This design comes from an exercise in tuning for small area on the open sky130 flow, not from production work.
At most, simulation tests tie the RTL to the original design; equivalence was not proved.
Power is estimated from default activity; no workload was simulated.

==> run B: inputs <==
==> flow/design.v <==
module window_3x3 #
(
    parameter WIDTH = 64
)
(
    input clk,
    input  [7:0] pixel_in,
    output [9:0] s_new,
    output signed [8:0] d_new
);
    localparam N = 2*WIDTH;
    reg [7:0] d [0:N-1];
    integer i;
    always @(posedge clk) begin
        d[0] <= pixel_in;
        for (i = 1; i < N; i = i + 1)
            d[i] <= d[i-1];
    end
    wire [7:0] bot = pixel_in;
    wire [7:0] mid = d[WIDTH-1];
    wire [7:0] top = d[2*WIDTH-1];
    assign s_new = top + {mid, 1'b0} + bot;
    assign d_new = {1'b0, bot} - {1'b0, top};
endmodule
module sobel_core(
    input clk,
    input [9:0] s_new,
    input signed [8:0] d_new,
    output [10:0] edge_out
);
    reg [9:0] s1, s2;
    reg signed [8:0] d1, d2;
    always @(posedge clk) begin
        s1 <= s_new; s2 <= s1;
        d1 <= d_new; d2 <= d1;
    end
    wire signed [10:0] gx = {1'b0, s_new} - {1'b0, s2};
    wire signed [10:0] gy = d2 + (d1 <<< 1) + d_new;
    wire sx = gx[10], sy = gy[10];
    assign edge_out = (gx ^ {11{sx}}) + (gy ^ {11{sy}}) + sx + sy;
endmodule
module threshold #
(
    parameter TH = 11'd50
)
(
    input  [10:0] edge_in,
    output        edge_bin
);
    assign edge_bin = edge_in > TH;
endmodule
module top(
    input clk,
    input rst_btn,
    input  [7:0] sw,
    output [3:0] led
);
    wire [9:0] s_new;
    wire signed [8:0] d_new;
    window_3x3 WIN(.clk(clk), .pixel_in(sw), .s_new(s_new), .d_new(d_new));
    wire [10:0] mag;
    sobel_core SOBEL(.clk(clk), .s_new(s_new), .d_new(d_new), .edge_out(mag));
    wire gt;
    threshold THR(.edge_in(mag), .edge_bin(gt));
    reg [2:0] s1, s2;
    always @(posedge clk) begin
        s1 <= {mag[7], mag[6], gt};
        s2 <= s1;
    end
    reg [5:0] c;
    always @(posedge clk) begin
        if (rst_btn) c <= 6'd0;
        else         c <= c + 6'd1;
    end
    wire valid = ~((c == 6'd1) | (c == 6'd2));
    assign led[0] = valid & s2[0];
    assign led[1] = valid;
    assign led[2] = s2[1];
    assign led[3] = s2[2];
endmodule
==> flow/flow/run.sh <==
#!/bin/bash
# Layout flow: the standard synthesis, then the combinational logic between
# the (unchanged) registers is re-mapped by ABC for area (a few ABC scripts are
# tried and the smallest result is kept), then the standard ORFS steps with a
# clock tree built from small clock buffers and no dummy loads.
set -euo pipefail
R=orfs/results/$FLOW_PLATFORM/top/base
LIB=$FLOW_HOME/platforms/$FLOW_PLATFORM/lib/sky130_fd_sc_hd__tt_025C_1v80.lib

bash standard.sh synth > log_standard_synth.txt 2>&1

# Re-map the combinational logic of the standard netlist; the flip-flops stay
# as they are (same cells, same instance names).
cp $R/1_2_yosys.v std_netlist.v
DU=$(for c in $(sed -n 's/.*\(sky130_fd_sc_hd__\(lpflow\|probe\)[a-z0-9_]*\).*/\1/p' \
       $FLOW_HOME/platforms/$FLOW_PLATFORM/config.mk | sort -u); do printf -- '-dont_use %s ' $c; done)
i=0
while IFS= read -r script; do
  [[ -z "$script" ]] && continue
  i=$((i+1))
  cat > resynth_$i.ys <<EOF
read_liberty -ignore_miss_func $LIB
blackbox sky130_fd_sc_hd__dfxtp_1
read_verilog std_netlist.v
hierarchy -top top
flatten
opt -purge
abc -liberty $LIB $DU -script "+$script"
opt_clean -purge
hilomap -singleton -hicell sky130_fd_sc_hd__conb_1 HI -locell sky130_fd_sc_hd__conb_1 LO
insbuf -buf sky130_fd_sc_hd__buf_4 A X
tee -o resynth_$i.stat stat -liberty $LIB
write_verilog -noattr -noexpr -nohex -nodec resynth_$i.v
EOF
  (yosys -l log_resynth_$i.txt -q resynth_$i.ys > /dev/null 2>&1 || true) &
done < flow/abc_scripts.txt
wait
best=""; best_area=""
for j in $(seq 1 $i); do
  [[ -f resynth_$j.v && -f resynth_$j.stat ]] || continue
  a=$(sed -n "s/.*Chip area for module '\\\\top': \([0-9.]*\).*/\1/p" resynth_$j.stat)
  [[ -z "$a" ]] && continue
  echo "script $j: area $a" >> resynth_choice.txt
  if [[ -z "$best" ]] || awk -v a="$a" -v b="$best_area" 'BEGIN{exit !(a<b)}'; then best=$j; best_area=$a; fi
done
echo "chosen: $best ($best_area)" >> resynth_choice.txt
cp resynth_$best.v $R/1_2_yosys.v

bash standard.sh \
  "CTS_ARGS=$(cat flow/cts_args.txt)" \
  "BUFFER_PORTS_ARGS=-buffer_cell sky130_fd_sc_hd__buf_1" \
  finish > log_standard_finish.txt 2>&1
==> flow/flow/abc_scripts.txt <==
strash;&get -n;&deepsyn -J 50 -S 4 -T 250;&put;dch -f;amap
strash;&get -n;&deepsyn -J 200 -S 4 -T 400;&put;dch -f;amap
strash;&get -n;&deepsyn -J 50 -S 4 -T 250;&put;dch -f;amap;&get -n;&deepsyn -J 50 -S 5 -T 250;&put;dch -f;amap;&get -n;&deepsyn -J 50 -S 6 -T 250;&put;dch -f;amap
strash;&get -n;&deepsyn -J 200 -S 7 -T 400;&put;dch -f;amap
==> flow/flow/cts_args.txt <==
-sink_clustering_enable -repair_clock_nets -dont_use_dummy_load -buf_list sky130_fd_sc_hd__clkbuf_4 -sink_clustering_size 12 -sink_clustering_max_diameter 40
==> flow/standard.sh <==
#!/bin/bash
# synth_recipe.tcl (not shown) runs the flow's synth.tcl, then flattens the netlist and writes it again
# the make line also repeats each setting of config.mk as NAME=value (left out here)
make -C /OpenROAD-flow-scripts/flow DESIGN_CONFIG=/design/flow/config.mk WORK_HOME=/design/flow/orfs CLKGATE_MAP_FILE= SYNTH_SCRIPT=/design/flow/synth_recipe.tcl "${@:-finish}"
==> flow/config.mk <==
export PLATFORM = sky130hd
export DESIGN_NAME = top
export DESIGN_NICKNAME = top
export VERILOG_FILES = /design/flow/design.v
export SDC_FILE = /design/flow/constraint.sdc
export NUM_CORES = 4
export LEC_CHECK = 0
export CAP_MARGIN = 20
export CORE_MARGIN = 2
export CORE_UTILIZATION = 40
export SLEW_MARGIN = 20
==> flow/constraint.sdc <==
create_clock -name core_clock -period 10.0 [get_ports {clk}]
set_input_delay 2.0000 -clock core_clock [delete_from_list [all_inputs] [get_ports {clk}]]
set_output_delay 2.0000 -clock core_clock [all_outputs]
set_load 0.01 [all_outputs]
==> run Z: changes against run B <==
==> flow/design.v, changed modules only <==
module sobel_core(
    input clk,
    input [9:0] s_new,
    input signed [8:0] d_new,
    output [10:0] edge_out
);
    reg [9:0] s1, s2;
    reg signed [8:0] d1, d2;
    always @(posedge clk) begin
        s1 <= s_new; s2 <= s1;
        d1 <= d_new; d2 <= d1;
    end
    wire signed [10:0] gx = $signed({1'b0, s_new}) - $signed({1'b0, s2});
    wire signed [10:0] gy = d2 + (d1 <<< 1) + d_new;
    assign edge_out =
        (gx[10] ? -gx : gx) +
        (gy[10] ? -gy : gy);
endmodule
==> flow/run.sh (new file) <==
#!/bin/bash
# synth_recipe.tcl (not shown) runs the flow's synth.tcl, then flattens the netlist and writes it again
# the make line also repeats each setting of config.mk as NAME=value (left out here)
make -C /OpenROAD-flow-scripts/flow DESIGN_CONFIG=/design/flow/config.mk WORK_HOME=/design/flow/orfs CLKGATE_MAP_FILE= SYNTH_SCRIPT=/design/flow/synth_recipe.tcl finish
--- a/flow/config.mk
+++ b/flow/config.mk
@@ -9,3 +9,4 @@
 export CORE_MARGIN = 2
-export CORE_UTILIZATION = 40
+export CORE_UTILIZATION = 75
+export PLACE_DENSITY = 0.85
 export SLEW_MARGIN = 20
removed: flow/flow/run.sh
removed: flow/flow/abc_scripts.txt
removed: flow/flow/cts_args.txt
removed: flow/standard.sh
==> run F: changes against run B <==
==> flow/design.v, changed modules only <==
module sobel_core(
    input clk,
    input [9:0] s_new,
    input signed [8:0] d_new,
    output [10:0] edge_out
);
    reg [9:0] s1, s2;
    reg signed [8:0] d1, d2;
    always @(posedge clk) begin
        s1 <= s_new; s2 <= s1;
        d1 <= d_new; d2 <= d1;
    end
    wire signed [10:0] gx = {1'b0, s_new} - {1'b0, s2};
    wire signed [10:0] gy = d2 + (d1 <<< 1) + d_new;
    assign edge_out =
        (gx[10] ? -gx : gx) +
        (gy[10] ? -gy : gy);
endmodule
==> flow/run.sh (new file) <==
#!/bin/bash
# synth_recipe.tcl (not shown) runs the flow's synth.tcl, then flattens the netlist and writes it again
# the make line also repeats each setting of config.mk as NAME=value (left out here)
make -C /OpenROAD-flow-scripts/flow DESIGN_CONFIG=/design/flow/config.mk WORK_HOME=/design/flow/orfs CLKGATE_MAP_FILE= SYNTH_SCRIPT=/design/flow/synth_recipe.tcl finish
removed: flow/flow/run.sh
removed: flow/flow/abc_scripts.txt
removed: flow/flow/cts_args.txt
removed: flow/standard.sh
==> comparison <==
In sequential cell count, run B and run F do not differ.
Against run F, the final area of run B is lower by about 13%.
Between run F and run B, the lower worst hold slack is in run B (gap 0.054 ns).
Between run F and run B, the lower setup slack is in run B (gap 0.42 ns).
Between run B and run F, the lower critical path depth is in run F (gap 16).
Between run B and run F, the lower first-iteration DRC count is in run B (gap 16%, measured against run F).
Between run F and run B, the lower synthesized cell count is in run B (gap 1.6%, measured against run B).
Run B completed with no timing, DRC or antenna violations. Run F produced a clean layout. Run Z failed in 4_1_cts with DPL-0033.
Against run F, the cell count of run B is lower by 3.9%.
==> figures <==
Result of the run: run F complete, no violations; run Z stopped before the end; run B complete, no violations
Stage where the flow stopped: run F -; run Z 4_1_cts; run B -
Setup_tns: run F 0 ns; run Z -; run B 0 ns
Vias in the first global route: run F 9508; run Z -; run B 9027
Final worst-path setup slack: run F 2.051 ns; run Z -; run B 1.631 ns
Antenna violations before repair: run F 0; run Z -; run B 2
Cell internal power dissipation: run F 6.819 mW; run Z -; run B 4.956 mW
Top cell category: run F flip-flops and latches; run Z -; run B flip-flops and latches
First-iteration detailed-routing DRC count: run F 382; run Z -; run B 322
Hold WS: run F 0.3073 ns; run Z -; run B 0.2537 ns
Post-synthesis compound-gate area fraction: run F 2.245%; run Z 2.245%; run B -
Clock buffer count in the final layout: run F 130; run Z -; run B 106
Fraction of registers with async set or reset after synthesis: run F 0%; run Z 0%; run B -
Largest stage delay on the critical path: run F 0.63 ns; run Z -; run B 0.72 ns
Post-route DRC violation count: run F 0; run Z -; run B 0
Antenna Nets Post-Route: run F 0; run Z -; run B 0
Worst Hold Class: run F flip-flop to flip-flop; run Z -; run B flip-flop to flip-flop
Sum of buffers and inverters on the critical path: run F 2; run Z -; run B 4
Row cnt: run F 90; run Z 65; run B 88
Only the layout flow was run in run Z; the RTL was not checked for function there.

[port drivers added, routing unchanged]
Ports are ideal in the flow. The routed layouts listed here were re-timed in OpenROAD.
Step 1, drivers: a clkbuf_16 drives clk and a buf_2 each remaining input, both assumed.
Step 2 moves the port delays by t, midway between the first and last clock arrival at a register: inputs arrive t later, outputs are due t later. That takes back most of the time a late clock gives input paths.
Slacks: ideal ports / drivers / drivers and shift; pairs: ideal ports / drivers.
run | shift t [ns] | setup slack, ns | clock arrival spread, ns | worst data-port slew with drivers (ns) | cell pins on the clock port's net
run B | 0.871 | 1.631 / 1.639 / 0.769 | 0.089 / 0.089 | 0.07 | 1
run F | 0.677 | 2.051 / 2.048 / 1.371 | 0.033 / 0.032 | 0.07 | 1
After both steps every run listed still meets setup and hold. For run B, which loses most, drivers alone change the setup slack by +0.008 ns; drivers and shift together by -0.862 ns.
